This design comes from an exercise in tuning for small area, a short achievable clock period and few clock cycles per item on the open sky130 flow, not from production work. Only simulation tests tie the RTL to the original design; equivalence was not proved.

## flow/config.mk

```make
export PLATFORM = sky130hd
export DESIGN_NAME = Exponential
export DESIGN_NICKNAME = Exponential
export VERILOG_FILES = /design/flow/design.v
export SDC_FILE = /design/flow/constraint.sdc
export NUM_CORES = 4
export LEC_CHECK = 0
export CAP_MARGIN = 20
export CORE_MARGIN = 2
export CORE_UTILIZATION = 40
export SLEW_MARGIN = 20
```

## flow/constraint.sdc

```tcl
create_clock -name core_clock -period 9.0 [get_ports {clk}]
set_input_delay 1.8000 -clock core_clock [delete_from_list [all_inputs] [get_ports {clk}]]
set_output_delay 1.8000 -clock core_clock [all_outputs]
set_load 0.01 [all_outputs]
```

## flow/design.v

```verilog
module mul16x16(input [15:0] a, input [15:0] b, input [0:0] c,
  output [31:0] s0, output [31:0] s1);
  wire w1;
  wire w2;
  wire w3;
  wire w4;
  wire w5;
  wire w6;
  wire w7;
  wire w8;
  wire w9;
  wire w10;
  wire w11;
  wire w12;
  wire w13;
  wire w14;
  wire w15;
  wire w16;
  wire w17;
  wire w18;
  wire w19;
  wire w20;
  wire w21;
  wire w22;
  wire w23;
  wire w24;
  wire w25;
  wire w26;
  wire w27;
  wire w28;
  wire w29;
  wire w30;
  wire w31;
  wire w32;
  wire w33;
  wire w34;
  wire w35;
  wire w36;
  wire w37;
  wire w38;
  wire w39;
  wire w40;
  wire w41;
  wire w42;
  wire w43;
  wire w44;
  wire w45;
  wire w46;
  wire w47;
  wire w48;
  wire w49;
  wire w50;
  wire w51;
  wire w52;
  wire w53;
  wire w54;
  wire w55;
  wire w56;
  wire w57;
  wire w58;
  wire w59;
  wire w60;
  wire w61;
  wire w62;
  wire w63;
  wire w64;
  wire w65;
  wire w66;
  wire w67;
  wire w68;
  wire w69;
  wire w70;
  wire w71;
  wire w72;
  wire w73;
  wire w74;
  wire w75;
  wire w76;
  wire w77;
  wire w78;
  wire w79;
  wire w80;
  wire w81;
  wire w82;
  wire w83;
  wire w84;
  wire w85;
  wire w86;
  wire w87;
  wire w88;
  wire w89;
  wire w90;
  wire w91;
  wire w92;
  wire w93;
  wire w94;
  wire w95;
  wire w96;
  wire w97;
  wire w98;
  wire w99;
  wire w100;
  wire w101;
  wire w102;
  wire w103;
  wire w104;
  wire w105;
  wire w106;
  wire w107;
  wire w108;
  wire w109;
  wire w110;
  wire w111;
  wire w112;
  wire w113;
  wire w114;
  wire w115;
  wire w116;
  wire w117;
  wire w118;
  wire w119;
  wire w120;
  wire w121;
  wire w122;
  wire w123;
  wire w124;
  wire w125;
  wire w126;
  wire w127;
  wire w128;
  wire w129;
  wire w130;
  wire w131;
  wire w132;
  wire w133;
  wire w134;
  wire w135;
  wire w136;
  wire w137;
  wire w138;
  wire w139;
  wire w140;
  wire w141;
  wire w142;
  wire w143;
  wire w144;
  wire w145;
  wire w146;
  wire w147;
  wire w148;
  wire w149;
  wire w150;
  wire w151;
  wire w152;
  wire w153;
  wire w154;
  wire w155;
  wire w156;
  wire w157;
  wire w158;
  wire w159;
  wire w160;
  wire w161;
  wire w162;
  wire w163;
  wire w164;
  wire w165;
  wire w166;
  wire w167;
  wire w168;
  wire w169;
  wire w170;
  wire w171;
  wire w172;
  wire w173;
  wire w174;
  wire w175;
  wire w176;
  wire w177;
  wire w178;
  wire w179;
  wire w180;
  wire w181;
  wire w182;
  wire w183;
  wire w184;
  wire w185;
  wire w186;
  wire w187;
  wire w188;
  wire w189;
  wire w190;
  wire w191;
  wire w192;
  wire w193;
  wire w194;
  wire w195;
  wire w196;
  wire w197;
  wire w198;
  wire w199;
  wire w200;
  wire w201;
  wire w202;
  wire w203;
  wire w204;
  wire w205;
  wire w206;
  wire w207;
  wire w208;
  wire w209;
  wire w210;
  wire w211;
  wire w212;
  wire w213;
  wire w214;
  wire w215;
  wire w216;
  wire w217;
  wire w218;
  wire w219;
  wire w220;
  wire w221;
  wire w222;
  wire w223;
  wire w224;
  wire w225;
  wire w226;
  wire w227;
  wire w228;
  wire w229;
  wire w230;
  wire w231;
  wire w232;
  wire w233;
  wire w234;
  wire w235;
  wire w236;
  wire w237;
  wire w238;
  wire w239;
  wire w240;
  wire w241;
  wire w242;
  wire w243;
  wire w244;
  wire w245;
  wire w246;
  wire w247;
  wire w248;
  wire w249;
  wire w250;
  wire w251;
  wire w252;
  wire w253;
  wire w254;
  wire w255;
  wire w256;
  wire w257;
  wire w258;
  wire w259;
  wire w260;
  wire w261;
  wire w262;
  wire w263;
  wire w264;
  wire w265;
  wire w266;
  wire w267;
  wire w268;
  wire w269;
  wire w270;
  wire w271;
  wire w272;
  wire w273;
  wire w274;
  wire w275;
  wire w276;
  wire w277;
  wire w278;
  wire w279;
  wire w280;
  wire w281;
  wire w282;
  wire w283;
  wire w284;
  wire w285;
  wire w286;
  wire w287;
  wire w288;
  wire w289;
  wire w290;
  wire w291;
  wire w292;
  wire w293;
  wire w294;
  wire w295;
  wire w296;
  wire w297;
  wire w298;
  wire w299;
  wire w300;
  wire w301;
  wire w302;
  wire w303;
  wire w304;
  wire w305;
  wire w306;
  wire w307;
  wire w308;
  wire w309;
  wire w310;
  wire w311;
  wire w312;
  wire w313;
  wire w314;
  wire w315;
  wire w316;
  wire w317;
  wire w318;
  wire w319;
  wire w320;
  wire w321;
  wire w322;
  wire w323;
  wire w324;
  wire w325;
  wire w326;
  wire w327;
  wire w328;
  wire w329;
  wire w330;
  wire w331;
  wire w332;
  wire w333;
  wire w334;
  wire w335;
  wire w336;
  wire w337;
  wire w338;
  wire w339;
  wire w340;
  wire w341;
  wire w342;
  wire w343;
  wire w344;
  wire w345;
  wire w346;
  wire w347;
  wire w348;
  wire w349;
  wire w350;
  wire w351;
  wire w352;
  wire w353;
  wire w354;
  wire w355;
  wire w356;
  wire w357;
  wire w358;
  wire w359;
  wire w360;
  wire w361;
  wire w362;
  wire w363;
  wire w364;
  wire w365;
  wire w366;
  wire w367;
  wire w368;
  wire w369;
  wire w370;
  wire w371;
  wire w372;
  wire w373;
  wire w374;
  wire w375;
  wire w376;
  wire w377;
  wire w378;
  wire w379;
  wire w380;
  wire w381;
  wire w382;
  wire w383;
  wire w384;
  wire w385;
  wire w386;
  wire w387;
  wire w388;
  wire w389;
  wire w390;
  wire w391;
  wire w392;
  wire w393;
  wire w394;
  wire w395;
  wire w396;
  wire w397;
  wire w398;
  wire w399;
  wire w400;
  wire w401;
  wire w402;
  wire w403;
  wire w404;
  wire w405;
  wire w406;
  wire w407;
  wire w408;
  wire w409;
  wire w410;
  wire w411;
  wire w412;
  wire w413;
  wire w414;
  wire w415;
  wire w416;
  wire w417;
  wire w418;
  wire w419;
  wire w420;
  assign w1 = (a[0] & b[13]) ^ (a[1] & b[12]);
  assign w2 = (a[0] & b[13]) & (a[1] & b[12]);
  assign w3 = (a[0] & b[14]) ^ (a[1] & b[13]) ^ (a[2] & b[12]);
  assign w4 = ((a[0] & b[14]) & (a[1] & b[13])) | ((a[0] & b[14]) & (a[2] & b[12])) | ((a[1] & b[13]) & (a[2] & b[12]));
  assign w5 = (a[3] & b[11]) ^ (a[4] & b[10]);
  assign w6 = (a[3] & b[11]) & (a[4] & b[10]);
  assign w7 = (a[0] & b[15]) ^ (a[1] & b[14]) ^ (a[2] & b[13]);
  assign w8 = ((a[0] & b[15]) & (a[1] & b[14])) | ((a[0] & b[15]) & (a[2] & b[13])) | ((a[1] & b[14]) & (a[2] & b[13]));
  assign w9 = (a[3] & b[12]) ^ (a[4] & b[11]) ^ (a[5] & b[10]);
  assign w10 = ((a[3] & b[12]) & (a[4] & b[11])) | ((a[3] & b[12]) & (a[5] & b[10])) | ((a[4] & b[11]) & (a[5] & b[10]));
  assign w11 = (a[6] & b[9]) ^ (a[7] & b[8]);
  assign w12 = (a[6] & b[9]) & (a[7] & b[8]);
  assign w13 = (a[1] & b[15]) ^ (a[2] & b[14]) ^ (a[3] & b[13]);
  assign w14 = ((a[1] & b[15]) & (a[2] & b[14])) | ((a[1] & b[15]) & (a[3] & b[13])) | ((a[2] & b[14]) & (a[3] & b[13]));
  assign w15 = (a[4] & b[12]) ^ (a[5] & b[11]) ^ (a[6] & b[10]);
  assign w16 = ((a[4] & b[12]) & (a[5] & b[11])) | ((a[4] & b[12]) & (a[6] & b[10])) | ((a[5] & b[11]) & (a[6] & b[10]));
  assign w17 = (a[7] & b[9]) ^ (a[8] & b[8]);
  assign w18 = (a[7] & b[9]) & (a[8] & b[8]);
  assign w19 = (a[2] & b[15]) ^ (a[3] & b[14]) ^ (a[4] & b[13]);
  assign w20 = ((a[2] & b[15]) & (a[3] & b[14])) | ((a[2] & b[15]) & (a[4] & b[13])) | ((a[3] & b[14]) & (a[4] & b[13]));
  assign w21 = (a[5] & b[12]) ^ (a[6] & b[11]) ^ (a[7] & b[10]);
  assign w22 = ((a[5] & b[12]) & (a[6] & b[11])) | ((a[5] & b[12]) & (a[7] & b[10])) | ((a[6] & b[11]) & (a[7] & b[10]));
  assign w23 = (a[3] & b[15]) ^ (a[4] & b[14]) ^ (a[5] & b[13]);
  assign w24 = ((a[3] & b[15]) & (a[4] & b[14])) | ((a[3] & b[15]) & (a[5] & b[13])) | ((a[4] & b[14]) & (a[5] & b[13]));
  assign w25 = (a[0] & b[9]) ^ (a[1] & b[8]);
  assign w26 = (a[0] & b[9]) & (a[1] & b[8]);
  assign w27 = (a[0] & b[10]) ^ (a[1] & b[9]) ^ (a[2] & b[8]);
  assign w28 = ((a[0] & b[10]) & (a[1] & b[9])) | ((a[0] & b[10]) & (a[2] & b[8])) | ((a[1] & b[9]) & (a[2] & b[8]));
  assign w29 = (a[3] & b[7]) ^ (a[4] & b[6]);
  assign w30 = (a[3] & b[7]) & (a[4] & b[6]);
  assign w31 = (a[0] & b[11]) ^ (a[1] & b[10]) ^ (a[2] & b[9]);
  assign w32 = ((a[0] & b[11]) & (a[1] & b[10])) | ((a[0] & b[11]) & (a[2] & b[9])) | ((a[1] & b[10]) & (a[2] & b[9]));
  assign w33 = (a[3] & b[8]) ^ (a[4] & b[7]) ^ (a[5] & b[6]);
  assign w34 = ((a[3] & b[8]) & (a[4] & b[7])) | ((a[3] & b[8]) & (a[5] & b[6])) | ((a[4] & b[7]) & (a[5] & b[6]));
  assign w35 = (a[6] & b[5]) ^ (a[7] & b[4]);
  assign w36 = (a[6] & b[5]) & (a[7] & b[4]);
  assign w37 = (a[0] & b[12]) ^ (a[1] & b[11]) ^ (a[2] & b[10]);
  assign w38 = ((a[0] & b[12]) & (a[1] & b[11])) | ((a[0] & b[12]) & (a[2] & b[10])) | ((a[1] & b[11]) & (a[2] & b[10]));
  assign w39 = (a[3] & b[9]) ^ (a[4] & b[8]) ^ (a[5] & b[7]);
  assign w40 = ((a[3] & b[9]) & (a[4] & b[8])) | ((a[3] & b[9]) & (a[5] & b[7])) | ((a[4] & b[8]) & (a[5] & b[7]));
  assign w41 = (a[6] & b[6]) ^ (a[7] & b[5]) ^ (a[8] & b[4]);
  assign w42 = ((a[6] & b[6]) & (a[7] & b[5])) | ((a[6] & b[6]) & (a[8] & b[4])) | ((a[7] & b[5]) & (a[8] & b[4]));
  assign w43 = (a[9] & b[3]) ^ (a[10] & b[2]);
  assign w44 = (a[9] & b[3]) & (a[10] & b[2]);
  assign w45 = w1 ^ (a[2] & b[11]) ^ (a[3] & b[10]);
  assign w46 = (w1 & (a[2] & b[11])) | (w1 & (a[3] & b[10])) | ((a[2] & b[11]) & (a[3] & b[10]));
  assign w47 = (a[4] & b[9]) ^ (a[5] & b[8]) ^ (a[6] & b[7]);
  assign w48 = ((a[4] & b[9]) & (a[5] & b[8])) | ((a[4] & b[9]) & (a[6] & b[7])) | ((a[5] & b[8]) & (a[6] & b[7]));
  assign w49 = (a[7] & b[6]) ^ (a[8] & b[5]) ^ (a[9] & b[4]);
  assign w50 = ((a[7] & b[6]) & (a[8] & b[5])) | ((a[7] & b[6]) & (a[9] & b[4])) | ((a[8] & b[5]) & (a[9] & b[4]));
  assign w51 = (a[10] & b[3]) ^ (a[11] & b[2]) ^ (a[12] & b[1]);
  assign w52 = ((a[10] & b[3]) & (a[11] & b[2])) | ((a[10] & b[3]) & (a[12] & b[1])) | ((a[11] & b[2]) & (a[12] & b[1]));
  assign w53 = w2 ^ w3 ^ w5;
  assign w54 = (w2 & w3) | (w2 & w5) | (w3 & w5);
  assign w55 = (a[5] & b[9]) ^ (a[6] & b[8]) ^ (a[7] & b[7]);
  assign w56 = ((a[5] & b[9]) & (a[6] & b[8])) | ((a[5] & b[9]) & (a[7] & b[7])) | ((a[6] & b[8]) & (a[7] & b[7]));
  assign w57 = (a[8] & b[6]) ^ (a[9] & b[5]) ^ (a[10] & b[4]);
  assign w58 = ((a[8] & b[6]) & (a[9] & b[5])) | ((a[8] & b[6]) & (a[10] & b[4])) | ((a[9] & b[5]) & (a[10] & b[4]));
  assign w59 = (a[11] & b[3]) ^ (a[12] & b[2]) ^ (a[13] & b[1]);
  assign w60 = ((a[11] & b[3]) & (a[12] & b[2])) | ((a[11] & b[3]) & (a[13] & b[1])) | ((a[12] & b[2]) & (a[13] & b[1]));
  assign w61 = w4 ^ w6 ^ w7;
  assign w62 = (w4 & w6) | (w4 & w7) | (w6 & w7);
  assign w63 = w9 ^ w11 ^ (a[8] & b[7]);
  assign w64 = (w9 & w11) | (w9 & (a[8] & b[7])) | (w11 & (a[8] & b[7]));
  assign w65 = (a[9] & b[6]) ^ (a[10] & b[5]) ^ (a[11] & b[4]);
  assign w66 = ((a[9] & b[6]) & (a[10] & b[5])) | ((a[9] & b[6]) & (a[11] & b[4])) | ((a[10] & b[5]) & (a[11] & b[4]));
  assign w67 = (a[12] & b[3]) ^ (a[13] & b[2]) ^ (a[14] & b[1]);
  assign w68 = ((a[12] & b[3]) & (a[13] & b[2])) | ((a[12] & b[3]) & (a[14] & b[1])) | ((a[13] & b[2]) & (a[14] & b[1]));
  assign w69 = w8 ^ w10 ^ w12;
  assign w70 = (w8 & w10) | (w8 & w12) | (w10 & w12);
  assign w71 = w13 ^ w15 ^ w17;
  assign w72 = (w13 & w15) | (w13 & w17) | (w15 & w17);
  assign w73 = (a[9] & b[7]) ^ (a[10] & b[6]) ^ (a[11] & b[5]);
  assign w74 = ((a[9] & b[7]) & (a[10] & b[6])) | ((a[9] & b[7]) & (a[11] & b[5])) | ((a[10] & b[6]) & (a[11] & b[5]));
  assign w75 = (a[12] & b[4]) ^ (a[13] & b[3]) ^ (a[14] & b[2]);
  assign w76 = ((a[12] & b[4]) & (a[13] & b[3])) | ((a[12] & b[4]) & (a[14] & b[2])) | ((a[13] & b[3]) & (a[14] & b[2]));
  assign w77 = w14 ^ w16 ^ w18;
  assign w78 = (w14 & w16) | (w14 & w18) | (w16 & w18);
  assign w79 = w19 ^ w21 ^ (a[8] & b[9]);
  assign w80 = (w19 & w21) | (w19 & (a[8] & b[9])) | (w21 & (a[8] & b[9]));
  assign w81 = (a[9] & b[8]) ^ (a[10] & b[7]) ^ (a[11] & b[6]);
  assign w82 = ((a[9] & b[8]) & (a[10] & b[7])) | ((a[9] & b[8]) & (a[11] & b[6])) | ((a[10] & b[7]) & (a[11] & b[6]));
  assign w83 = (a[12] & b[5]) ^ (a[13] & b[4]) ^ (a[14] & b[3]);
  assign w84 = ((a[12] & b[5]) & (a[13] & b[4])) | ((a[12] & b[5]) & (a[14] & b[3])) | ((a[13] & b[4]) & (a[14] & b[3]));
  assign w85 = w20 ^ w22 ^ w23;
  assign w86 = (w20 & w22) | (w20 & w23) | (w22 & w23);
  assign w87 = (a[6] & b[12]) ^ (a[7] & b[11]) ^ (a[8] & b[10]);
  assign w88 = ((a[6] & b[12]) & (a[7] & b[11])) | ((a[6] & b[12]) & (a[8] & b[10])) | ((a[7] & b[11]) & (a[8] & b[10]));
  assign w89 = (a[9] & b[9]) ^ (a[10] & b[8]) ^ (a[11] & b[7]);
  assign w90 = ((a[9] & b[9]) & (a[10] & b[8])) | ((a[9] & b[9]) & (a[11] & b[7])) | ((a[10] & b[8]) & (a[11] & b[7]));
  assign w91 = (a[12] & b[6]) ^ (a[13] & b[5]) ^ (a[14] & b[4]);
  assign w92 = ((a[12] & b[6]) & (a[13] & b[5])) | ((a[12] & b[6]) & (a[14] & b[4])) | ((a[13] & b[5]) & (a[14] & b[4]));
  assign w93 = w24 ^ (a[4] & b[15]) ^ (a[5] & b[14]);
  assign w94 = (w24 & (a[4] & b[15])) | (w24 & (a[5] & b[14])) | ((a[4] & b[15]) & (a[5] & b[14]));
  assign w95 = (a[6] & b[13]) ^ (a[7] & b[12]) ^ (a[8] & b[11]);
  assign w96 = ((a[6] & b[13]) & (a[7] & b[12])) | ((a[6] & b[13]) & (a[8] & b[11])) | ((a[7] & b[12]) & (a[8] & b[11]));
  assign w97 = (a[9] & b[10]) ^ (a[10] & b[9]) ^ (a[11] & b[8]);
  assign w98 = ((a[9] & b[10]) & (a[10] & b[9])) | ((a[9] & b[10]) & (a[11] & b[8])) | ((a[10] & b[9]) & (a[11] & b[8]));
  assign w99 = (a[12] & b[7]) ^ (a[13] & b[6]) ^ (a[14] & b[5]);
  assign w100 = ((a[12] & b[7]) & (a[13] & b[6])) | ((a[12] & b[7]) & (a[14] & b[5])) | ((a[13] & b[6]) & (a[14] & b[5]));
  assign w101 = (a[5] & b[15]) ^ (a[6] & b[14]) ^ (a[7] & b[13]);
  assign w102 = ((a[5] & b[15]) & (a[6] & b[14])) | ((a[5] & b[15]) & (a[7] & b[13])) | ((a[6] & b[14]) & (a[7] & b[13]));
  assign w103 = (a[8] & b[12]) ^ (a[9] & b[11]) ^ (a[10] & b[10]);
  assign w104 = ((a[8] & b[12]) & (a[9] & b[11])) | ((a[8] & b[12]) & (a[10] & b[10])) | ((a[9] & b[11]) & (a[10] & b[10]));
  assign w105 = (a[11] & b[9]) ^ (a[12] & b[8]) ^ (a[13] & b[7]);
  assign w106 = ((a[11] & b[9]) & (a[12] & b[8])) | ((a[11] & b[9]) & (a[13] & b[7])) | ((a[12] & b[8]) & (a[13] & b[7]));
  assign w107 = (a[6] & b[15]) ^ (a[7] & b[14]) ^ (a[8] & b[13]);
  assign w108 = ((a[6] & b[15]) & (a[7] & b[14])) | ((a[6] & b[15]) & (a[8] & b[13])) | ((a[7] & b[14]) & (a[8] & b[13]));
  assign w109 = (a[9] & b[12]) ^ (a[10] & b[11]) ^ (a[11] & b[10]);
  assign w110 = ((a[9] & b[12]) & (a[10] & b[11])) | ((a[9] & b[12]) & (a[11] & b[10])) | ((a[10] & b[11]) & (a[11] & b[10]));
  assign w111 = (a[7] & b[15]) ^ (a[8] & b[14]) ^ (a[9] & b[13]);
  assign w112 = ((a[7] & b[15]) & (a[8] & b[14])) | ((a[7] & b[15]) & (a[9] & b[13])) | ((a[8] & b[14]) & (a[9] & b[13]));
  assign w113 = (a[0] & b[6]) ^ (a[1] & b[5]);
  assign w114 = (a[0] & b[6]) & (a[1] & b[5]);
  assign w115 = (a[0] & b[7]) ^ (a[1] & b[6]) ^ (a[2] & b[5]);
  assign w116 = ((a[0] & b[7]) & (a[1] & b[6])) | ((a[0] & b[7]) & (a[2] & b[5])) | ((a[1] & b[6]) & (a[2] & b[5]));
  assign w117 = (a[3] & b[4]) ^ (a[4] & b[3]);
  assign w118 = (a[3] & b[4]) & (a[4] & b[3]);
  assign w119 = (a[0] & b[8]) ^ (a[1] & b[7]) ^ (a[2] & b[6]);
  assign w120 = ((a[0] & b[8]) & (a[1] & b[7])) | ((a[0] & b[8]) & (a[2] & b[6])) | ((a[1] & b[7]) & (a[2] & b[6]));
  assign w121 = (a[3] & b[5]) ^ (a[4] & b[4]) ^ (a[5] & b[3]);
  assign w122 = ((a[3] & b[5]) & (a[4] & b[4])) | ((a[3] & b[5]) & (a[5] & b[3])) | ((a[4] & b[4]) & (a[5] & b[3]));
  assign w123 = (a[6] & b[2]) ^ (a[7] & b[1]);
  assign w124 = (a[6] & b[2]) & (a[7] & b[1]);
  assign w125 = w25 ^ (a[2] & b[7]) ^ (a[3] & b[6]);
  assign w126 = (w25 & (a[2] & b[7])) | (w25 & (a[3] & b[6])) | ((a[2] & b[7]) & (a[3] & b[6]));
  assign w127 = (a[4] & b[5]) ^ (a[5] & b[4]) ^ (a[6] & b[3]);
  assign w128 = ((a[4] & b[5]) & (a[5] & b[4])) | ((a[4] & b[5]) & (a[6] & b[3])) | ((a[5] & b[4]) & (a[6] & b[3]));
  assign w129 = (a[7] & b[2]) ^ (a[8] & b[1]) ^ (a[9] & b[0]);
  assign w130 = ((a[7] & b[2]) & (a[8] & b[1])) | ((a[7] & b[2]) & (a[9] & b[0])) | ((a[8] & b[1]) & (a[9] & b[0]));
  assign w131 = w26 ^ w27 ^ w29;
  assign w132 = (w26 & w27) | (w26 & w29) | (w27 & w29);
  assign w133 = (a[5] & b[5]) ^ (a[6] & b[4]) ^ (a[7] & b[3]);
  assign w134 = ((a[5] & b[5]) & (a[6] & b[4])) | ((a[5] & b[5]) & (a[7] & b[3])) | ((a[6] & b[4]) & (a[7] & b[3]));
  assign w135 = (a[8] & b[2]) ^ (a[9] & b[1]) ^ (a[10] & b[0]);
  assign w136 = ((a[8] & b[2]) & (a[9] & b[1])) | ((a[8] & b[2]) & (a[10] & b[0])) | ((a[9] & b[1]) & (a[10] & b[0]));
  assign w137 = w28 ^ w30 ^ w31;
  assign w138 = (w28 & w30) | (w28 & w31) | (w30 & w31);
  assign w139 = w33 ^ w35 ^ (a[8] & b[3]);
  assign w140 = (w33 & w35) | (w33 & (a[8] & b[3])) | (w35 & (a[8] & b[3]));
  assign w141 = (a[9] & b[2]) ^ (a[10] & b[1]) ^ (a[11] & b[0]);
  assign w142 = ((a[9] & b[2]) & (a[10] & b[1])) | ((a[9] & b[2]) & (a[11] & b[0])) | ((a[10] & b[1]) & (a[11] & b[0]));
  assign w143 = w32 ^ w34 ^ w36;
  assign w144 = (w32 & w34) | (w32 & w36) | (w34 & w36);
  assign w145 = w37 ^ w39 ^ w41;
  assign w146 = (w37 & w39) | (w37 & w41) | (w39 & w41);
  assign w147 = w43 ^ (a[11] & b[1]) ^ (a[12] & b[0]);
  assign w148 = (w43 & (a[11] & b[1])) | (w43 & (a[12] & b[0])) | ((a[11] & b[1]) & (a[12] & b[0]));
  assign w149 = w38 ^ w40 ^ w42;
  assign w150 = (w38 & w40) | (w38 & w42) | (w40 & w42);
  assign w151 = w44 ^ w45 ^ w47;
  assign w152 = (w44 & w45) | (w44 & w47) | (w45 & w47);
  assign w153 = w49 ^ w51 ^ (a[13] & b[0]);
  assign w154 = (w49 & w51) | (w49 & (a[13] & b[0])) | (w51 & (a[13] & b[0]));
  assign w155 = w46 ^ w48 ^ w50;
  assign w156 = (w46 & w48) | (w46 & w50) | (w48 & w50);
  assign w157 = w52 ^ w53 ^ w55;
  assign w158 = (w52 & w53) | (w52 & w55) | (w53 & w55);
  assign w159 = w57 ^ w59 ^ (a[14] & b[0]);
  assign w160 = (w57 & w59) | (w57 & (a[14] & b[0])) | (w59 & (a[14] & b[0]));
  assign w161 = w54 ^ w56 ^ w58;
  assign w162 = (w54 & w56) | (w54 & w58) | (w56 & w58);
  assign w163 = w60 ^ w61 ^ w63;
  assign w164 = (w60 & w61) | (w60 & w63) | (w61 & w63);
  assign w165 = w65 ^ w67 ^ (a[15] & b[0]);
  assign w166 = (w65 & w67) | (w65 & (a[15] & b[0])) | (w67 & (a[15] & b[0]));
  assign w167 = w62 ^ w64 ^ w66;
  assign w168 = (w62 & w64) | (w62 & w66) | (w64 & w66);
  assign w169 = w68 ^ w69 ^ w71;
  assign w170 = (w68 & w69) | (w68 & w71) | (w69 & w71);
  assign w171 = w73 ^ w75 ^ (a[15] & b[1]);
  assign w172 = (w73 & w75) | (w73 & (a[15] & b[1])) | (w75 & (a[15] & b[1]));
  assign w173 = w70 ^ w72 ^ w74;
  assign w174 = (w70 & w72) | (w70 & w74) | (w72 & w74);
  assign w175 = w76 ^ w77 ^ w79;
  assign w176 = (w76 & w77) | (w76 & w79) | (w77 & w79);
  assign w177 = w81 ^ w83 ^ (a[15] & b[2]);
  assign w178 = (w81 & w83) | (w81 & (a[15] & b[2])) | (w83 & (a[15] & b[2]));
  assign w179 = w78 ^ w80 ^ w82;
  assign w180 = (w78 & w80) | (w78 & w82) | (w80 & w82);
  assign w181 = w84 ^ w85 ^ w87;
  assign w182 = (w84 & w85) | (w84 & w87) | (w85 & w87);
  assign w183 = w89 ^ w91 ^ (a[15] & b[3]);
  assign w184 = (w89 & w91) | (w89 & (a[15] & b[3])) | (w91 & (a[15] & b[3]));
  assign w185 = w86 ^ w88 ^ w90;
  assign w186 = (w86 & w88) | (w86 & w90) | (w88 & w90);
  assign w187 = w92 ^ w93 ^ w95;
  assign w188 = (w92 & w93) | (w92 & w95) | (w93 & w95);
  assign w189 = w97 ^ w99 ^ (a[15] & b[4]);
  assign w190 = (w97 & w99) | (w97 & (a[15] & b[4])) | (w99 & (a[15] & b[4]));
  assign w191 = w94 ^ w96 ^ w98;
  assign w192 = (w94 & w96) | (w94 & w98) | (w96 & w98);
  assign w193 = w100 ^ w101 ^ w103;
  assign w194 = (w100 & w101) | (w100 & w103) | (w101 & w103);
  assign w195 = w105 ^ (a[14] & b[6]) ^ (a[15] & b[5]);
  assign w196 = (w105 & (a[14] & b[6])) | (w105 & (a[15] & b[5])) | ((a[14] & b[6]) & (a[15] & b[5]));
  assign w197 = w102 ^ w104 ^ w106;
  assign w198 = (w102 & w104) | (w102 & w106) | (w104 & w106);
  assign w199 = w107 ^ w109 ^ (a[12] & b[9]);
  assign w200 = (w107 & w109) | (w107 & (a[12] & b[9])) | (w109 & (a[12] & b[9]));
  assign w201 = (a[13] & b[8]) ^ (a[14] & b[7]) ^ (a[15] & b[6]);
  assign w202 = ((a[13] & b[8]) & (a[14] & b[7])) | ((a[13] & b[8]) & (a[15] & b[6])) | ((a[14] & b[7]) & (a[15] & b[6]));
  assign w203 = w108 ^ w110 ^ w111;
  assign w204 = (w108 & w110) | (w108 & w111) | (w110 & w111);
  assign w205 = (a[10] & b[12]) ^ (a[11] & b[11]) ^ (a[12] & b[10]);
  assign w206 = ((a[10] & b[12]) & (a[11] & b[11])) | ((a[10] & b[12]) & (a[12] & b[10])) | ((a[11] & b[11]) & (a[12] & b[10]));
  assign w207 = (a[13] & b[9]) ^ (a[14] & b[8]) ^ (a[15] & b[7]);
  assign w208 = ((a[13] & b[9]) & (a[14] & b[8])) | ((a[13] & b[9]) & (a[15] & b[7])) | ((a[14] & b[8]) & (a[15] & b[7]));
  assign w209 = w112 ^ (a[8] & b[15]) ^ (a[9] & b[14]);
  assign w210 = (w112 & (a[8] & b[15])) | (w112 & (a[9] & b[14])) | ((a[8] & b[15]) & (a[9] & b[14]));
  assign w211 = (a[10] & b[13]) ^ (a[11] & b[12]) ^ (a[12] & b[11]);
  assign w212 = ((a[10] & b[13]) & (a[11] & b[12])) | ((a[10] & b[13]) & (a[12] & b[11])) | ((a[11] & b[12]) & (a[12] & b[11]));
  assign w213 = (a[13] & b[10]) ^ (a[14] & b[9]) ^ (a[15] & b[8]);
  assign w214 = ((a[13] & b[10]) & (a[14] & b[9])) | ((a[13] & b[10]) & (a[15] & b[8])) | ((a[14] & b[9]) & (a[15] & b[8]));
  assign w215 = (a[9] & b[15]) ^ (a[10] & b[14]) ^ (a[11] & b[13]);
  assign w216 = ((a[9] & b[15]) & (a[10] & b[14])) | ((a[9] & b[15]) & (a[11] & b[13])) | ((a[10] & b[14]) & (a[11] & b[13]));
  assign w217 = (a[12] & b[12]) ^ (a[13] & b[11]) ^ (a[14] & b[10]);
  assign w218 = ((a[12] & b[12]) & (a[13] & b[11])) | ((a[12] & b[12]) & (a[14] & b[10])) | ((a[13] & b[11]) & (a[14] & b[10]));
  assign w219 = (a[10] & b[15]) ^ (a[11] & b[14]) ^ (a[12] & b[13]);
  assign w220 = ((a[10] & b[15]) & (a[11] & b[14])) | ((a[10] & b[15]) & (a[12] & b[13])) | ((a[11] & b[14]) & (a[12] & b[13]));
  assign w221 = (a[0] & b[4]) ^ (a[1] & b[3]);
  assign w222 = (a[0] & b[4]) & (a[1] & b[3]);
  assign w223 = (a[0] & b[5]) ^ (a[1] & b[4]) ^ (a[2] & b[3]);
  assign w224 = ((a[0] & b[5]) & (a[1] & b[4])) | ((a[0] & b[5]) & (a[2] & b[3])) | ((a[1] & b[4]) & (a[2] & b[3]));
  assign w225 = (a[3] & b[2]) ^ (a[4] & b[1]);
  assign w226 = (a[3] & b[2]) & (a[4] & b[1]);
  assign w227 = w113 ^ (a[2] & b[4]) ^ (a[3] & b[3]);
  assign w228 = (w113 & (a[2] & b[4])) | (w113 & (a[3] & b[3])) | ((a[2] & b[4]) & (a[3] & b[3]));
  assign w229 = (a[4] & b[2]) ^ (a[5] & b[1]) ^ (a[6] & b[0]);
  assign w230 = ((a[4] & b[2]) & (a[5] & b[1])) | ((a[4] & b[2]) & (a[6] & b[0])) | ((a[5] & b[1]) & (a[6] & b[0]));
  assign w231 = w114 ^ w115 ^ w117;
  assign w232 = (w114 & w115) | (w114 & w117) | (w115 & w117);
  assign w233 = (a[5] & b[2]) ^ (a[6] & b[1]) ^ (a[7] & b[0]);
  assign w234 = ((a[5] & b[2]) & (a[6] & b[1])) | ((a[5] & b[2]) & (a[7] & b[0])) | ((a[6] & b[1]) & (a[7] & b[0]));
  assign w235 = w116 ^ w118 ^ w119;
  assign w236 = (w116 & w118) | (w116 & w119) | (w118 & w119);
  assign w237 = w121 ^ w123 ^ (a[8] & b[0]);
  assign w238 = (w121 & w123) | (w121 & (a[8] & b[0])) | (w123 & (a[8] & b[0]));
  assign w239 = w120 ^ w122 ^ w124;
  assign w240 = (w120 & w122) | (w120 & w124) | (w122 & w124);
  assign w241 = w125 ^ w127 ^ w129;
  assign w242 = (w125 & w127) | (w125 & w129) | (w127 & w129);
  assign w243 = w126 ^ w128 ^ w130;
  assign w244 = (w126 & w128) | (w126 & w130) | (w128 & w130);
  assign w245 = w131 ^ w133 ^ w135;
  assign w246 = (w131 & w133) | (w131 & w135) | (w133 & w135);
  assign w247 = w132 ^ w134 ^ w136;
  assign w248 = (w132 & w134) | (w132 & w136) | (w134 & w136);
  assign w249 = w137 ^ w139 ^ w141;
  assign w250 = (w137 & w139) | (w137 & w141) | (w139 & w141);
  assign w251 = w138 ^ w140 ^ w142;
  assign w252 = (w138 & w140) | (w138 & w142) | (w140 & w142);
  assign w253 = w143 ^ w145 ^ w147;
  assign w254 = (w143 & w145) | (w143 & w147) | (w145 & w147);
  assign w255 = w144 ^ w146 ^ w148;
  assign w256 = (w144 & w146) | (w144 & w148) | (w146 & w148);
  assign w257 = w149 ^ w151 ^ w153;
  assign w258 = (w149 & w151) | (w149 & w153) | (w151 & w153);
  assign w259 = w150 ^ w152 ^ w154;
  assign w260 = (w150 & w152) | (w150 & w154) | (w152 & w154);
  assign w261 = w155 ^ w157 ^ w159;
  assign w262 = (w155 & w157) | (w155 & w159) | (w157 & w159);
  assign w263 = w156 ^ w158 ^ w160;
  assign w264 = (w156 & w158) | (w156 & w160) | (w158 & w160);
  assign w265 = w161 ^ w163 ^ w165;
  assign w266 = (w161 & w163) | (w161 & w165) | (w163 & w165);
  assign w267 = w162 ^ w164 ^ w166;
  assign w268 = (w162 & w164) | (w162 & w166) | (w164 & w166);
  assign w269 = w167 ^ w169 ^ w171;
  assign w270 = (w167 & w169) | (w167 & w171) | (w169 & w171);
  assign w271 = w168 ^ w170 ^ w172;
  assign w272 = (w168 & w170) | (w168 & w172) | (w170 & w172);
  assign w273 = w173 ^ w175 ^ w177;
  assign w274 = (w173 & w175) | (w173 & w177) | (w175 & w177);
  assign w275 = w174 ^ w176 ^ w178;
  assign w276 = (w174 & w176) | (w174 & w178) | (w176 & w178);
  assign w277 = w179 ^ w181 ^ w183;
  assign w278 = (w179 & w181) | (w179 & w183) | (w181 & w183);
  assign w279 = w180 ^ w182 ^ w184;
  assign w280 = (w180 & w182) | (w180 & w184) | (w182 & w184);
  assign w281 = w185 ^ w187 ^ w189;
  assign w282 = (w185 & w187) | (w185 & w189) | (w187 & w189);
  assign w283 = w186 ^ w188 ^ w190;
  assign w284 = (w186 & w188) | (w186 & w190) | (w188 & w190);
  assign w285 = w191 ^ w193 ^ w195;
  assign w286 = (w191 & w193) | (w191 & w195) | (w193 & w195);
  assign w287 = w192 ^ w194 ^ w196;
  assign w288 = (w192 & w194) | (w192 & w196) | (w194 & w196);
  assign w289 = w197 ^ w199 ^ w201;
  assign w290 = (w197 & w199) | (w197 & w201) | (w199 & w201);
  assign w291 = w198 ^ w200 ^ w202;
  assign w292 = (w198 & w200) | (w198 & w202) | (w200 & w202);
  assign w293 = w203 ^ w205 ^ w207;
  assign w294 = (w203 & w205) | (w203 & w207) | (w205 & w207);
  assign w295 = w204 ^ w206 ^ w208;
  assign w296 = (w204 & w206) | (w204 & w208) | (w206 & w208);
  assign w297 = w209 ^ w211 ^ w213;
  assign w298 = (w209 & w211) | (w209 & w213) | (w211 & w213);
  assign w299 = w210 ^ w212 ^ w214;
  assign w300 = (w210 & w212) | (w210 & w214) | (w212 & w214);
  assign w301 = w215 ^ w217 ^ (a[15] & b[9]);
  assign w302 = (w215 & w217) | (w215 & (a[15] & b[9])) | (w217 & (a[15] & b[9]));
  assign w303 = w216 ^ w218 ^ w219;
  assign w304 = (w216 & w218) | (w216 & w219) | (w218 & w219);
  assign w305 = (a[13] & b[12]) ^ (a[14] & b[11]) ^ (a[15] & b[10]);
  assign w306 = ((a[13] & b[12]) & (a[14] & b[11])) | ((a[13] & b[12]) & (a[15] & b[10])) | ((a[14] & b[11]) & (a[15] & b[10]));
  assign w307 = w220 ^ (a[11] & b[15]) ^ (a[12] & b[14]);
  assign w308 = (w220 & (a[11] & b[15])) | (w220 & (a[12] & b[14])) | ((a[11] & b[15]) & (a[12] & b[14]));
  assign w309 = (a[13] & b[13]) ^ (a[14] & b[12]) ^ (a[15] & b[11]);
  assign w310 = ((a[13] & b[13]) & (a[14] & b[12])) | ((a[13] & b[13]) & (a[15] & b[11])) | ((a[14] & b[12]) & (a[15] & b[11]));
  assign w311 = (a[12] & b[15]) ^ (a[13] & b[14]) ^ (a[14] & b[13]);
  assign w312 = ((a[12] & b[15]) & (a[13] & b[14])) | ((a[12] & b[15]) & (a[14] & b[13])) | ((a[13] & b[14]) & (a[14] & b[13]));
  assign w313 = (a[0] & b[3]) ^ (a[1] & b[2]);
  assign w314 = (a[0] & b[3]) & (a[1] & b[2]);
  assign w315 = w221 ^ (a[2] & b[2]) ^ (a[3] & b[1]);
  assign w316 = (w221 & (a[2] & b[2])) | (w221 & (a[3] & b[1])) | ((a[2] & b[2]) & (a[3] & b[1]));
  assign w317 = w222 ^ w223 ^ w225;
  assign w318 = (w222 & w223) | (w222 & w225) | (w223 & w225);
  assign w319 = w224 ^ w226 ^ w227;
  assign w320 = (w224 & w226) | (w224 & w227) | (w226 & w227);
  assign w321 = w228 ^ w230 ^ w231;
  assign w322 = (w228 & w230) | (w228 & w231) | (w230 & w231);
  assign w323 = w232 ^ w234 ^ w235;
  assign w324 = (w232 & w234) | (w232 & w235) | (w234 & w235);
  assign w325 = w236 ^ w238 ^ w239;
  assign w326 = (w236 & w238) | (w236 & w239) | (w238 & w239);
  assign w327 = w240 ^ w242 ^ w243;
  assign w328 = (w240 & w242) | (w240 & w243) | (w242 & w243);
  assign w329 = w244 ^ w246 ^ w247;
  assign w330 = (w244 & w246) | (w244 & w247) | (w246 & w247);
  assign w331 = w248 ^ w250 ^ w251;
  assign w332 = (w248 & w250) | (w248 & w251) | (w250 & w251);
  assign w333 = w252 ^ w254 ^ w255;
  assign w334 = (w252 & w254) | (w252 & w255) | (w254 & w255);
  assign w335 = w256 ^ w258 ^ w259;
  assign w336 = (w256 & w258) | (w256 & w259) | (w258 & w259);
  assign w337 = w260 ^ w262 ^ w263;
  assign w338 = (w260 & w262) | (w260 & w263) | (w262 & w263);
  assign w339 = w264 ^ w266 ^ w267;
  assign w340 = (w264 & w266) | (w264 & w267) | (w266 & w267);
  assign w341 = w268 ^ w270 ^ w271;
  assign w342 = (w268 & w270) | (w268 & w271) | (w270 & w271);
  assign w343 = w272 ^ w274 ^ w275;
  assign w344 = (w272 & w274) | (w272 & w275) | (w274 & w275);
  assign w345 = w276 ^ w278 ^ w279;
  assign w346 = (w276 & w278) | (w276 & w279) | (w278 & w279);
  assign w347 = w280 ^ w282 ^ w283;
  assign w348 = (w280 & w282) | (w280 & w283) | (w282 & w283);
  assign w349 = w284 ^ w286 ^ w287;
  assign w350 = (w284 & w286) | (w284 & w287) | (w286 & w287);
  assign w351 = w288 ^ w290 ^ w291;
  assign w352 = (w288 & w290) | (w288 & w291) | (w290 & w291);
  assign w353 = w292 ^ w294 ^ w295;
  assign w354 = (w292 & w294) | (w292 & w295) | (w294 & w295);
  assign w355 = w296 ^ w298 ^ w299;
  assign w356 = (w296 & w298) | (w296 & w299) | (w298 & w299);
  assign w357 = w300 ^ w302 ^ w303;
  assign w358 = (w300 & w302) | (w300 & w303) | (w302 & w303);
  assign w359 = w304 ^ w306 ^ w307;
  assign w360 = (w304 & w306) | (w304 & w307) | (w306 & w307);
  assign w361 = w308 ^ w310 ^ w311;
  assign w362 = (w308 & w310) | (w308 & w311) | (w310 & w311);
  assign w363 = w312 ^ (a[13] & b[15]) ^ (a[14] & b[14]);
  assign w364 = (w312 & (a[13] & b[15])) | (w312 & (a[14] & b[14])) | ((a[13] & b[15]) & (a[14] & b[14]));
  assign w365 = (a[0] & b[2]) ^ (a[1] & b[1]);
  assign w366 = (a[0] & b[2]) & (a[1] & b[1]);
  assign w367 = w313 ^ (a[2] & b[1]) ^ (a[3] & b[0]);
  assign w368 = (w313 & (a[2] & b[1])) | (w313 & (a[3] & b[0])) | ((a[2] & b[1]) & (a[3] & b[0]));
  assign w369 = w314 ^ w315 ^ (a[4] & b[0]);
  assign w370 = (w314 & w315) | (w314 & (a[4] & b[0])) | (w315 & (a[4] & b[0]));
  assign w371 = w316 ^ w317 ^ (a[5] & b[0]);
  assign w372 = (w316 & w317) | (w316 & (a[5] & b[0])) | (w317 & (a[5] & b[0]));
  assign w373 = w318 ^ w319 ^ w229;
  assign w374 = (w318 & w319) | (w318 & w229) | (w319 & w229);
  assign w375 = w320 ^ w321 ^ w233;
  assign w376 = (w320 & w321) | (w320 & w233) | (w321 & w233);
  assign w377 = w322 ^ w323 ^ w237;
  assign w378 = (w322 & w323) | (w322 & w237) | (w323 & w237);
  assign w379 = w324 ^ w325 ^ w241;
  assign w380 = (w324 & w325) | (w324 & w241) | (w325 & w241);
  assign w381 = w326 ^ w327 ^ w245;
  assign w382 = (w326 & w327) | (w326 & w245) | (w327 & w245);
  assign w383 = w328 ^ w329 ^ w249;
  assign w384 = (w328 & w329) | (w328 & w249) | (w329 & w249);
  assign w385 = w330 ^ w331 ^ w253;
  assign w386 = (w330 & w331) | (w330 & w253) | (w331 & w253);
  assign w387 = w332 ^ w333 ^ w257;
  assign w388 = (w332 & w333) | (w332 & w257) | (w333 & w257);
  assign w389 = w334 ^ w335 ^ w261;
  assign w390 = (w334 & w335) | (w334 & w261) | (w335 & w261);
  assign w391 = w336 ^ w337 ^ w265;
  assign w392 = (w336 & w337) | (w336 & w265) | (w337 & w265);
  assign w393 = w338 ^ w339 ^ w269;
  assign w394 = (w338 & w339) | (w338 & w269) | (w339 & w269);
  assign w395 = w340 ^ w341 ^ w273;
  assign w396 = (w340 & w341) | (w340 & w273) | (w341 & w273);
  assign w397 = w342 ^ w343 ^ w277;
  assign w398 = (w342 & w343) | (w342 & w277) | (w343 & w277);
  assign w399 = w344 ^ w345 ^ w281;
  assign w400 = (w344 & w345) | (w344 & w281) | (w345 & w281);
  assign w401 = w346 ^ w347 ^ w285;
  assign w402 = (w346 & w347) | (w346 & w285) | (w347 & w285);
  assign w403 = w348 ^ w349 ^ w289;
  assign w404 = (w348 & w349) | (w348 & w289) | (w349 & w289);
  assign w405 = w350 ^ w351 ^ w293;
  assign w406 = (w350 & w351) | (w350 & w293) | (w351 & w293);
  assign w407 = w352 ^ w353 ^ w297;
  assign w408 = (w352 & w353) | (w352 & w297) | (w353 & w297);
  assign w409 = w354 ^ w355 ^ w301;
  assign w410 = (w354 & w355) | (w354 & w301) | (w355 & w301);
  assign w411 = w356 ^ w357 ^ w305;
  assign w412 = (w356 & w357) | (w356 & w305) | (w357 & w305);
  assign w413 = w358 ^ w359 ^ w309;
  assign w414 = (w358 & w359) | (w358 & w309) | (w359 & w309);
  assign w415 = w360 ^ w361 ^ (a[15] & b[12]);
  assign w416 = (w360 & w361) | (w360 & (a[15] & b[12])) | (w361 & (a[15] & b[12]));
  assign w417 = w362 ^ w363 ^ (a[15] & b[13]);
  assign w418 = (w362 & w363) | (w362 & (a[15] & b[13])) | (w363 & (a[15] & b[13]));
  assign w419 = w364 ^ (a[14] & b[15]) ^ (a[15] & b[14]);
  assign w420 = (w364 & (a[14] & b[15])) | (w364 & (a[15] & b[14])) | ((a[14] & b[15]) & (a[15] & b[14]));
  assign s0[0] = (a[0] & b[0]);
  assign s1[0] = c[0];
  assign s0[1] = (a[0] & b[1]);
  assign s1[1] = (a[1] & b[0]);
  assign s0[2] = w365;
  assign s1[2] = (a[2] & b[0]);
  assign s0[3] = w366;
  assign s1[3] = w367;
  assign s0[4] = w368;
  assign s1[4] = w369;
  assign s0[5] = w370;
  assign s1[5] = w371;
  assign s0[6] = w372;
  assign s1[6] = w373;
  assign s0[7] = w374;
  assign s1[7] = w375;
  assign s0[8] = w376;
  assign s1[8] = w377;
  assign s0[9] = w378;
  assign s1[9] = w379;
  assign s0[10] = w380;
  assign s1[10] = w381;
  assign s0[11] = w382;
  assign s1[11] = w383;
  assign s0[12] = w384;
  assign s1[12] = w385;
  assign s0[13] = w386;
  assign s1[13] = w387;
  assign s0[14] = w388;
  assign s1[14] = w389;
  assign s0[15] = w390;
  assign s1[15] = w391;
  assign s0[16] = w392;
  assign s1[16] = w393;
  assign s0[17] = w394;
  assign s1[17] = w395;
  assign s0[18] = w396;
  assign s1[18] = w397;
  assign s0[19] = w398;
  assign s1[19] = w399;
  assign s0[20] = w400;
  assign s1[20] = w401;
  assign s0[21] = w402;
  assign s1[21] = w403;
  assign s0[22] = w404;
  assign s1[22] = w405;
  assign s0[23] = w406;
  assign s1[23] = w407;
  assign s0[24] = w408;
  assign s1[24] = w409;
  assign s0[25] = w410;
  assign s1[25] = w411;
  assign s0[26] = w412;
  assign s1[26] = w413;
  assign s0[27] = w414;
  assign s1[27] = w415;
  assign s0[28] = w416;
  assign s1[28] = w417;
  assign s0[29] = w418;
  assign s1[29] = w419;
  assign s0[30] = w420;
  assign s1[30] = (a[15] & b[15]);
  assign s0[31] = 1'b0;
  assign s1[31] = 1'b0;
endmodule
module Exponential(input clk, rst, start, input [15:0] x,
                   output done, output [1:0] intpart, output [15:0] fracpart);
  reg        busy;
  reg [3:0]  step;
  reg [15:0] a;       
  reg [15:0] t;       
  reg [17:0] r;       
  reg        acc;     
  wire [31:0] p0, p1;
  mul16x16 mul(.a(a), .b(t), .c(1'b0), .s0(p0), .s1(p1));
  wire [31:0] p = p0 + p1;
  reg [15:0] q;
  always @(*) begin
    case (step)
      4'd0:    q = p[31:17];
      4'd3:    q = p[31:18];
      4'd10:   q = p[31:19];
      default: q = p[31:16];
    endcase
  end
  wire q_term = (step == 4'd0) | (step == 4'd2) | (step == 4'd3) | (step == 4'd5) |
                (step == 4'd7) | (step == 4'd9) | (step == 4'd10);
  wire last   = (step == 4'd10) | (q == 16'd0);
  reg [15:0] a_next;
  always @(*) begin
    case (step)
      4'd1:    a_next = 16'h5555;
      4'd4:    a_next = 16'h3333;
      4'd6:    a_next = 16'h2AAA;
      4'd8:    a_next = 16'h2492;
      default: a_next = x;
    endcase
  end
  wire [17:0] sum = r + (acc ? {2'b00, t} : 18'd0);
  assign {intpart, fracpart} = sum;
  assign done = ~busy;
  wire [15:0] t0 = (x > 16'd2) ? x - 16'd2 : 16'd0;
  always @(posedge clk or posedge rst) begin
    if (rst)
      busy <= 1'b0;
    else if (start & ~busy)
      busy <= 1'b1;
    else if (last)
      busy <= 1'b0;
  end
  always @(posedge clk) begin
    if (start & ~busy) begin
      step <= 4'd0;
      a    <= x;
      t    <= t0;
      r    <= 18'h0FFFF;
      acc  <= 1'b1;
    end else begin
      step <= step + 4'd1;
      a    <= a_next;
      if (busy) begin
        t   <= q;
        r   <= sum;
        acc <= q_term;
      end
    end
  end
endmodule
```

## flow/run.sh

```bash
#!/bin/bash
# synth_recipe.tcl (not shown) runs the flow's synth.tcl, then flattens the netlist and writes it again
# the make line also repeats each setting of config.mk as NAME=value (left out here)
make -C /OpenROAD-flow-scripts/flow DESIGN_CONFIG=/design/flow/config.mk WORK_HOME=/design/flow/orfs CLKGATE_MAP_FILE= SYNTH_SCRIPT=/design/flow/synth_recipe.tcl finish
```

==> results of run 1 <==
==> kinds of logic after synthesis <==
logic type	count (synthesis)
xor gates and xnor gates	37
AOI/OAI and AO/OA	209
buffers and inverters	277
muxes	3
adders and majority gates	261
DFF	56
and+or+nand+nor	490
==> cell usage after synthesis (16+ instances only) <==
| cell type | n | area [um2] |
|---|---|---|
| a21oi_1 | 45 | 225 |
| and2_1 | 174 | 1090 |
| clkbuf_1 | 41 | 154 |
| dfxtp_1 | 39 | 781 |
| edfxtp_1 | 16 | 480 |
| fa_1 | 195 | 3900 |
| ha_1 | 66 | 826 |
| inv_1 | 220 | 826 |
| nand2_1 | 177 | 664 |
| nor2_1 | 36 | 135 |
| nor3_1 | 16 | 80.1 |
| o21ai_0 | 33 | 165 |
| o22ai_1 | 18 | 113 |
| xnor2_1 | 22 | 193 |
==> worst max-delay path: stages, from the launching register on <==
cell and delay, ns:
edfxtp_1 0.69, and2_1 0.29, fa_1 0.53, inv_1 0.05
fa_1 0.53, inv_1 0.05, fa_1 0.47, inv_1 0.05
fa_1 0.41, fa_1 0.52, inv_1 0.05, fa_1 0.47
ha_1 0.43, a21oi_1 0.37, o211ai_1 0.15, a211oi_1 0.38
nand2_1 0.11, a211o_1 0.33, a22o_2 0.25, o31ai_1 0.30
o2111ai_1 0.18, nor4_1 0.34, a41oi_1 0.16
==> metrics by stage <==
stage          hold WS [ns]  setup slack (ns)
6_report              0.477              1.73
5_1_grt               0.497              1.30
4_1_cts               0.483              1.78
3_5_place_dp          0.466              1.80
3_3_place_gp          0.452              1.86
2_1_floorplan         0.443              2.56
==> registers in the layout (all words and copies together), names as in the netlist <==
name and cells:
t 16, acc 1, busy 1, a 16, step 4, r 18
==> area by class of cell <==
cell class,count,area share
Tap cell,378,0.0387
Timing Repair Buffer,44,0.0346
Clock buffer,8,0.0128
Sequential cell,56,0.105
Inverter,220,0.0676
Multi-Input combinational cell,1000,0.741
==> layer usage <==
layer  vias to the layer above  part of all wire
li1                       4278                 -
met1                      4688              0.43
met2                       277              0.48
met3                        43             0.056
met4                         0             0.026
met5                         -                 0
==> path summary, 6_finish.rpt <==
kind,endpoint,slack [ns],cells past startpoint
max in group asynchronous,busy,7.24,2
min in group asynchronous,busy,1.65,2
worst max register to register,busy,1.73,22
worst min register to register,r[2],0.48,1
worst max-delay path,busy,1.73,22
worst min-delay path,r[2],0.48,1
==> results.toml, run 1 <==
[run_status]
status = "no timing/DRC/antenna violations"

[finish]
multi_input_area_um2 = 9050
num-fill-cells = 2880
stdcell_count = 1706
layout_common_cells = "220 x inv_1, 195 x fa_1, 177 x nand2_1"
regArea_um2 = 1290
design_area_um2 = 12200
fin_util = 0.437
drive_gt1_frac = 0.0256
diodes = 0
final_nets = 1607
syn2layout_area_growth_pct = 6.88
layout.cells.most_common = "inv_1"

[global_route]
grtUsageTotal = 0.216
overflow = 0
grt_most_used_layer = "met2"
use_met2 = 0.367
grt_use_met1 = 0.288
grt_max_degree = 32
gr-usage-met3 = 0.0295
antenna_found_initial = 1
grt_pass1_vias = 9646
grt_pass1_wl_mm = 51.6

[critical_path]
critPathKind = "register to register"
startpoint = "t[15]"
worstPathArrival_ns = 7.43
cp_max_fo = 17
rr_startpoint = "t[15]"
end_kind = "register"
startpoint_type = "register"
critPathRequiredTime_ns = 9.15

[floorplanning]
num_rows = 61
boundaryPins = 38
die-area_um2 = 29900
initial_utilization = 0.409
dieWidth_um = 173
die_h_um = 173
core_um2 = 27900

[drt]
drt_first_iter_violations = 521
vias = 9286
drc_errors = 0
vias_per_cell = 5.44
routed_wl_mm = 31.4
wl_per_cell_um = 18.4
antenna_left = 0
dr.pass1.iters = 5

[job]
max-cap-violations = 0

[logic_synthesis]
synth_top_family_by_area = "adder cells"
yosysSeqAreaShare = 0.113
ys.flop_type = "dfxtp_1"
ys_ff_latch = 56
postSynthAreaPerCell_um2 = 8.57
muxShareOfSynthArea = 0.00263
synth_fp_nets = 1613
yosys_warnings = 1
synth_xor_xnor_area_share = 0.0284
synthSimpleGateAreaFrac = 0.222
async_flop_share = 0.0179
synth_area_um2 = 11400
synth_adder_area_share = 0.414
synth_cells = 1333
ys_types = 79
synth_compound_area_frac = 0.125
synth_edf_count = 16

[sta]
setup_tns_ns = 0
tightest_slew_ns = 0.983
hold_viol_final = 0
clock.fmax_mhz = 137
finalCriticalPeriod_ns = 7.27
drv_slew = 0
post-route-period-util = 0.808
rsz0062_at_grt = "false"
relSlewSlack = 0.345
skew_ns = 0.0119
setup_viol = 0

[clock_network]
cts-root-buf = "clkbuf_16"
holdBufCountCts = 0
cts_buffer_depth = 2
post_cts_buffers = 0
cts_max_level = 2
clock-sinks = 56
clk-insertion-delay-late_ns = 0.30
tritoncts = "done"
cts_resized = 0
cts.clk_slew.worst_paths_ns = 0.08
cts_buffers = 5

[min_path]
hp-class = "register to register"
holdCritStartpoint = "r[2]"

[placed_design]
hpwl_mm = 24.4
dpl.cell_count = 1698
post_dp_cell_area_um2 = 12100
gp_congestion = 0.923
portBuffers = 37
Testbench counts, summed over its fixed seeds: cycles 3,466, items 384.
==> inputs of run 2 (changes only) <==
--- a/flow/design.v
+++ b/flow/design.v
@@ -916,6 +916,19 @@
   wire [31:0] p0, p1;
   mul16x16 mul(.a(a), .b(t), .c(1'b0), .s0(p0), .s1(p1));
   wire [31:0] p = p0 + p1;
+  wire [16:0] c16 = {1'b0, p0[15:0]} + {1'b0, p1[15:0]};
+  wire [17:0] c17 = {1'b0, p0[16:0]} + {1'b0, p1[16:0]};
+  wire [18:0] c18 = {1'b0, p0[17:0]} + {1'b0, p1[17:0]};
+  wire [19:0] c19 = {1'b0, p0[18:0]} + {1'b0, p1[18:0]};
+  reg zero;
+  always @(*) begin
+    case (step)
+      4'd0:    zero = ~(|p0[31:17]) & ~(|p1[31:17]) & ~c17[17];
+      4'd3:    zero = ~(|p0[31:18]) & ~(|p1[31:18]) & ~c18[18];
+      4'd10:   zero = ~(|p0[31:19]) & ~(|p1[31:19]) & ~c19[19];
+      default: zero = ~(|p0[31:16]) & ~(|p1[31:16]) & ~c16[16];
+    endcase
+  end
   reg [15:0] q;
   always @(*) begin
     case (step)
@@ -927,7 +940,7 @@
   end
   wire q_term = (step == 4'd0) | (step == 4'd2) | (step == 4'd3) | (step == 4'd5) |
                 (step == 4'd7) | (step == 4'd9) | (step == 4'd10);
-  wire last   = (step == 4'd10) | (q == 16'd0);
+  wire last   = (step == 4'd11) | zero;
   reg [15:0] a_next;
   always @(*) begin
     case (step)
@@ -938,33 +951,26 @@
       default: a_next = x;
     endcase
   end
-  wire [17:0] sum = r + (acc ? {2'b00, t} : 18'd0);
-  assign {intpart, fracpart} = sum;
+  assign {intpart, fracpart} = r;
   assign done = ~busy;
+  wire        go = start & ~busy;
   wire [15:0] t0 = (x > 16'd2) ? x - 16'd2 : 16'd0;
   always @(posedge clk or posedge rst) begin
     if (rst)
       busy <= 1'b0;
-    else if (start & ~busy)
+    else if (go)
       busy <= 1'b1;
     else if (last)
       busy <= 1'b0;
   end
   always @(posedge clk) begin
-    if (start & ~busy) begin
-      step <= 4'd0;
-      a    <= x;
-      t    <= t0;
-      r    <= 18'h0FFFF;
-      acc  <= 1'b1;
-    end else begin
-      step <= step + 4'd1;
-      a    <= a_next;
-      if (busy) begin
-        t   <= q;
-        r   <= sum;
-        acc <= q_term;
-      end
-    end
+    step <= go ? 4'd0 : step + 4'd1;
+    a    <= go ? x : a_next;
+    t    <= go ? t0 : q;
+    acc  <= go | q_term;
+    if (go)
+      r <= 18'h0FFFF;
+    else if (busy)
+      r <= r + (acc ? {2'b00, t} : 18'd0);
   end
 endmodule
--- a/flow/config.mk
+++ b/flow/config.mk
@@ -8,4 +8,5 @@
 export CAP_MARGIN = 20
 export CORE_MARGIN = 2
 export CORE_UTILIZATION = 40
+export SETUP_SLACK_MARGIN = 4
 export SLEW_MARGIN = 20
==> results.toml, run 2 <==
[logic_synthesis]
synth_fp_nets = 1560
yosysTopAreaCellShare = 0.359
synth_area_leaders = "fa_1 36%, dfxtp_1 10%, and2_1 9.8%, ha_1 7.6%, inv_1 7.2%"
yosys_warnings = 1
synth_area_um2 = 10900
postSynthAreaPerCell_um2 = 8.50
yosys.area.top_type = "fa_1"
async_flop_share = 0.0179
yosysSeqAreaShare = 0.104
ys.flop_type = "dfxtp_1"
synth_edf_count = 0
ys_types = 64
synth_cells = 1280
ys_ff_latch = 56
synthTopCellsByCount = "210 x inv_1, 195 x fa_1, 171 x and2_1"
synth.most_common_cell = "inv_1"

[min_path]
hp-class = "register to register"
holdCritStartpoint = "r[17]"
min_path_cells = 1

[clock_network]
cts_buffers = 5
cts-root-buf = "clkbuf_16"
cts_buffer_depth = 2
cts_max_level = 2
tritoncts = "done"
clk-insertion-delay-late_ns = 0.30
cts.clk_slew.worst_paths_ns = 0.08
clock-sinks = 56

[sta]
skew_ns = 0.0104
rsz0062_at_grt = "true"
setup_tns_ns = 0
hold_viol_final = 0
post-route-period-util = 0.660
clock.fmax_mhz = 168
drv_slew = 0
tightest_slew_ns = 0.927
finalCriticalPeriod_ns = 5.94
setup_viol = 0
relSlewSlack = 0.381

[floorplanning]
core_um2 = 26800
num_rows = 60
initial_utilization = 0.406
dieWidth_um = 169
boundaryPins = 38
die_h_um = 169
die-area_um2 = 28500

[critical_path]
end_kind = "register"
ff2ff_path_depth = 23
path_delay_family = "adder cells"
critPathKind = "register to register"
worstPathArrival_ns = 6.16
cp_slowest_cell = "fa_2"
path_depth = 23
cp_cell_sequence = "and2_4, fa_2, inv_2, fa_1, inv_1, fa_2, inv_2, fa_2, fa_2, fa_1, inv_2, ha_4, nand4_1, inv_2, a221oi_4, o22ai_4, o21a_1, buf_4, buf_4, a211oi_2, a22o_1, a21oi_1, o221ai_1"
cp_max_fo = 6
max_stage_delay_ns = 0.56
rr_startpoint = "t[15]"
startpoint = "t[15]"
worst-path-buf-inv = 7
critPathRequiredTime_ns = 9.22
startpoint_type = "register"

[drt]
vias = 9020
drt_first_iter_violations = 540
wl_per_cell_um = 18.8
vias_per_cell = 5.37
antenna_left = 0
drc_errors = 0
routed_wl_mm = 31.5
dr.pass1.iters = 5

[global_route]
antenna_found_initial = 2
grt_pass1_vias = 9366
grt_max_degree = 37
grtUsageTotal = 0.227
overflow = 0
grt_pass1_wl_mm = 50.6

[finish]
syn2layout_area_growth_pct = 17.2
num-fill-cells = 2576
drive_gt1_frac = 0.149
fin_util = 0.476
layout.cells.most_common = "inv_1"
regMostFlops = "r"
reg_top3 = "r (18), a (16), t (16)"
design_area_um2 = 12700
diodes = 0
largest_reg_flops = 18
final_nets = 1617
layout_common_cells = "194 x inv_1, 175 x fa_1, 164 x and2_1"

[placed_design]
post_dp_cell_area_um2 = 11700
hpwl_mm = 22.6
gp_congestion = 0.838
portBuffers = 37

[job]
max-cap-violations = 0

[run_status]
status = "no timing/DRC/antenna violations"
run 2: cell count changes after synthesis, moves of 8 or more:
cell	delta
nand2_1	-18
dfxtp_1	+16
edfxtp_1	-16
o22a_1	-15
nor2_1	+14
o22ai_1	-12
nor3_1	+11
inv_1	-10
and3_1	-8
run 2: logic make-up after synthesis:
family | count (synthesis) | share of synthesized area
AOI/OAI and AO/OA | 175 | 0.109
DFF | 56 | 0.104
and+or+nand+nor | 478 | 0.223
buffers and inverters | 264 | 0.0916
xor gates and xnor gates | 40 | 0.0322
adders and majority gates | 261 | 0.435
muxes | 6 | 0.00552
run 2: per-stage QoR:
stage	setup WS, ns	instances	hold slack, ns
global placement	2.60	1614	0.456
CTS	3.20	1671	0.480
global route	2.87	1679	0.513
detailed placement	2.55	1614	0.469
finish	3.06	1679	0.478
floorplan	3.41	1280	0.445
run 2: timing repair:
item / in CTS / in global routing
resized for setup: 79 / 43
pin swaps: 48 / 26
setup buffers: 49 / 8
endpoints found under the setup margin: 17 / 17
hold buffers: 0 / 0
run 2: path summary, 6_finish.rpt:
kind / endpoint / slack (ns)
max in group asynchronous: busy / 7.26
setup reg to reg: t[11] / 3.06
min in group asynchronous: busy / 1.64
hold / removal: r[17] / 0.48
hold reg to reg: r[17] / 0.48
setup / recovery: t[11] / 3.06
run 2: area by class of cell:
cell class / count / area (um2) / area share
multi-input cells: 960 / 9260 / 0.727
flip-flops and latches: 56 / 1200 / 0.0939
repair buffers: 102 / 897 / 0.0704
inverters: 212 / 796 / 0.0624
well taps: 341 / 427 / 0.0335
clock buffers: 5 / 125 / 0.00982
clock inverters: 3 / 42.5 / 0.00334
run 2: routing by layer:
layer / track usage / part of all wire / vias to the layer above / wire length, um
met3: 0.0238 / 0.058 / 70 / 1820
met1: 0.316 / 0.43 / 4509 / 13700
met2: 0.374 / 0.48 / 277 / 15100
li1: - / - / 4164 / -
met5: 0 / 0 / - / 0
met4: 0.0712 / 0.031 / 0 / 984
Testbench counts of run 2, summed over its fixed seeds: cycles 3,484, items 384.

port drivers added, routing unchanged:
Ports are ideal in the flow. The routed layouts listed here were re-timed in OpenROAD. Step 1 (the two cells are an assumption about what drives the block):
set clk [get_ports {clk}]
set_driving_cell -lib_cell sky130_fd_sc_hd__clkbuf_16 $clk
set_driving_cell -lib_cell sky130_fd_sc_hd__buf_2 [delete_from_list [all_inputs] $clk]
Step 2 moves the port delays by t, midway between the first and last clock arrival at a register: inputs arrive t later, outputs are due t later. That takes back most of the time a late clock gives input paths. Slacks: no drivers / after step 1 / after step 2; pairs: no drivers / after step 1.
run	t (ns)	setup slack, ns	worst setup path at the end	clock arrival spread, ns	pins driven straight from the clock port
run 1	0.333	1.726 / 1.726 / 1.726	register to register	0.011 / 0.012	1
run 2	0.331	3.061 / 3.061 / 3.061	register to register	0.010 / 0.010	1
After both steps every run listed still meets setup and hold.
